What follows belongs to an exercise in optimizing a design on an open flow for small area and a short achievable clock period; a production flow would make more cautious choices. The RTL was checked by simulation tests, not by an equivalence proof against the original design. Power is estimated from default activity; no workload was simulated.

==> flow/design.v <==
module spn_cu (
    input  logic        clk,
    input  logic        reset,            
    input  logic [1:0]  opcode,           
    input  logic [15:0] data_in,          
    input  logic [31:0] secret_key,       
    output logic [15:0] data_out,         
    output logic [1:0]  valid             
);
    function automatic logic [3:0] sbox(input logic [3:0] x);
        logic w;
        w = ~(x[1] ^ x[2]);
        sbox[0] = x[3] ^ (x[0] & w);
        sbox[1] = ~(x[0] ^ x[1]) ^ (x[3] & ((~x[0] & ~x[2]) | (x[1] & (x[0] ^ x[2]))));
        sbox[2] = x[2] ^ (x[0] & w & ~x[3]);
        sbox[3] = ~(x[0] ^ (x[2] & ~(x[0] & x[1])) ^ (x[3] & ~(x[0] ^ x[1])));
    endfunction
    function automatic logic [3:0] inv_sbox(input logic [3:0] x);
        inv_sbox[0] = ~(x[2] ^ x[3] ^ (x[0] & ~(x[1] ^ (x[2] & x[3]))));
        inv_sbox[1] = x[1] ^ x[2] ^ x[3] ^ (x[0] & (x[3] ? x[1] : x[2]));
        inv_sbox[2] = x[2] ^ (x[0] & ~x[3] & (x[1] ^ x[2]));
        inv_sbox[3] = (~(x[1] | x[2]) | (x[0] & x[1] & x[2])) ^ (x[3] & ~(x[0] ^ x[1] ^ x[2]));
    endfunction
    function automatic logic [15:0] s16(input logic [15:0] x);
        s16 = {sbox(x[15:12]), sbox(x[11:8]), sbox(x[7:4]), sbox(x[3:0])};
    endfunction
    function automatic logic [15:0] si16(input logic [15:0] x);
        si16 = {inv_sbox(x[15:12]), inv_sbox(x[11:8]), inv_sbox(x[7:4]), inv_sbox(x[3:0])};
    endfunction
    logic        st_idle, st_pe, st_pd, st_de, st_dd;
    logic [1:0]  vo;
    logic [15:0] d_reg, k_reg;
    logic [7:0]  x_reg;
    logic        err_in;
    logic [15:0] rk_a, a_enc, a_dec, b_enc, b_dec, a_next, b_next;
    assign err_in = st_idle && (opcode == 2'b11);
    assign st_de  = vo[0] && !vo[1];
    assign st_dd  = vo[1] && !vo[0];
    assign rk_a  = {secret_key[7:0], opcode[1] ? secret_key[31:24] : secret_key[23:16]};
    assign a_enc = s16(data_in ^ rk_a);
    assign a_dec = si16(data_in) ^ rk_a;
    assign a_next = opcode[0] ? {a_enc[13:0], a_enc[15:14]} : {a_dec[1:0], a_dec[15:2]};
    assign b_enc = s16(d_reg ^ k_reg);
    assign b_dec = si16(d_reg) ^ k_reg;
    assign b_next = st_pe ? {b_enc[13:0], b_enc[15:14]} : {b_dec[1:0], b_dec[15:2]};
    always_ff @(posedge clk or posedge reset) begin
        if (reset) begin
            st_idle <= 1'b1;
            st_pe   <= 1'b0;
            st_pd   <= 1'b0;
            vo      <= 2'b00;
        end else begin
            st_idle <= vo[0] | vo[1] | (st_idle && opcode == 2'b00);
            st_pe   <= st_idle && opcode == 2'b01;
            st_pd   <= st_idle && opcode == 2'b10;
            vo      <= {st_pd | err_in, st_pe | err_in};
        end
    end
    always_ff @(posedge clk) begin
        d_reg <= st_idle ? a_next : b_next;
        k_reg <= st_idle ? secret_key[15:0] : {k_reg[7:0], x_reg};
        x_reg <= opcode[0] ? secret_key[31:24] : secret_key[23:16];
    end
    assign data_out = ({16{st_de}} & b_enc) | ({16{st_dd}} & b_dec);
    assign valid    = vo | {err_in, err_in};
endmodule
==> flow/config.mk <==
export PLATFORM = sky130hd
export DESIGN_NAME = spn_cu
export DESIGN_NICKNAME = spn_cu
export VERILOG_FILES = /design/flow/design.v
export SDC_FILE = /design/flow/constraint.sdc
export NUM_CORES = 4
export LEC_CHECK = 0
export CAP_MARGIN = 20
export CORE_MARGIN = 2
export CORE_UTILIZATION = 40
export PLACE_DENSITY = 0.6
export SLEW_MARGIN = 20
==> flow/constraint.sdc <==
create_clock -name core_clock -period 5.5 [get_ports {clk}]
set_input_delay 1.1000 -clock core_clock [delete_from_list [all_inputs] [get_ports {clk}]]
set_output_delay 1.1000 -clock core_clock [all_outputs]
set_load 0.01 [all_outputs]
standard.sh (not shown) runs the stock make flow with config.mk's settings and CLKGATE_MAP_FILE= SYNTH_SCRIPT=/design/flow/synth_recipe.tcl, a recipe that flattens the netlist after the stock synthesis.
==> flow/flow/run.sh <==
#!/bin/bash
set -u
here=$(pwd)
sed "s#SYNTH_SCRIPT=[^ ]*#SYNTH_SCRIPT=$here/flow/my_synth.tcl#" standard.sh > my_standard.sh
export MY_ABC_SCRIPT=$here/flow/abc.scr
export FLOW_SYNTH_TCL=$here/synth_recipe.tcl
extra=()
if [[ -f flow/make_args ]]; then mapfile -t extra < flow/make_args; fi
bash my_standard.sh "BUFFER_PORTS_ARGS=-buffer_cell sky130_fd_sc_hd__buf_1" "ADDER_MAP_FILE=" "${extra[@]}" finish > standard.log 2>&1
==> flow/flow/abc.scr <==
strash; &get -n; &fraig -x; &put; scorr; dc2; strash; &get -n; &dch -f; &nf -R 1000 -C 32; &put
==> flow/flow/make_args <==
SETUP_SLACK_MARGIN=2.4
==> flow/flow/my_synth.tcl <==
# Run the standard flow's synthesis script, but map with the ABC script in MY_ABC_SCRIPT.
proc abc {args} {
  set i [lsearch -exact $args -script]
  if { $i >= 0 } { lset args [expr {$i + 1}] $::env(MY_ABC_SCRIPT) }
  yosys abc {*}$args
}
source $::env(FLOW_SYNTH_TCL)
Next try:
==> flow/flow/abc.scr (replaced) <==
strash; &get -n; &fraig -x; &put; scorr; dc2; strash; &get -n; &dch -f; &nf; &put
==> flow/flow/make_args (replaced) <==
SETUP_SLACK_MARGIN=2.5
CORE_UTILIZATION=65
PLACE_DENSITY=0.8
Result:
- The new run produced a clean layout
- design area increases by 3.6%
- clock power is higher by 17%
- routed wire length climbs by 9.3%
- final cell count decreases by 7.8%
- global-route usage rose by 13 points
- sequential cell count is unchanged
- critical path depth is unchanged
- worst hold slack is better by 0.021 ns
- maximum frequency came out lower by 2.6%
- sequential power came out higher by 7.7%
- combinational power climbs by about 10%
Next try:
==> flow/flow/abc.scr (replaced) <==
strash; &get -n; &fraig -x; &put; scorr; dc2; strash; &get -n; &dch -f; &nf -R 1000 -C 32; &put
==> flow/flow/make_args (replaced) <==
SETUP_SLACK_MARGIN=2.3
=> The changed run completed with no timing, DRC or antenna violations; total power decreases by roughly a tenth; cell count increases by a little under a tenth; sequential power decreases by roughly a tenth; area after synthesis decreases slightly; first-iteration DRC count decreases by well over a third; sequential share of layout area increases by 0.20 points.

static timing again, ports no longer ideal:
The results above use ideal ports. As a check the final layouts listed here were re-extracted and re-timed, cells and wires unchanged.
Step 1 (the two cells are an assumption about what drives the block):
set clk [get_ports {clk}]
set_driving_cell -lib_cell sky130_fd_sc_hd__clkbuf_16 $clk
set_driving_cell -lib_cell sky130_fd_sc_hd__buf_2 [delete_from_list [all_inputs] $clk]
Step 2, shift: input delay + t, output delay - t, t = (earliest + latest rising clock arrival at the registers) / 2. This alone moves slack from input paths to output paths.
Three values: no drivers, after step 1, after step 2; two values: the first two.
run	t (ns)	setup slack, ns	worst setup path after step 2	latest minus earliest clock arrival (ns)
the first run	0.328	2.504 / 2.472 / 2.438	input to register	0.005 / 0.006
the second run	0.337	2.423 / 2.392 / 2.495	input to register	0.009 / 0.009
the third run	0.329	2.435 / 2.403 / 2.432	input to output	0.008 / 0.007
After both steps setup and hold are still met in every run listed. The setup slack of the first run, which loses most, moves by -0.032 ns with the drivers and by -0.066 ns with both steps.
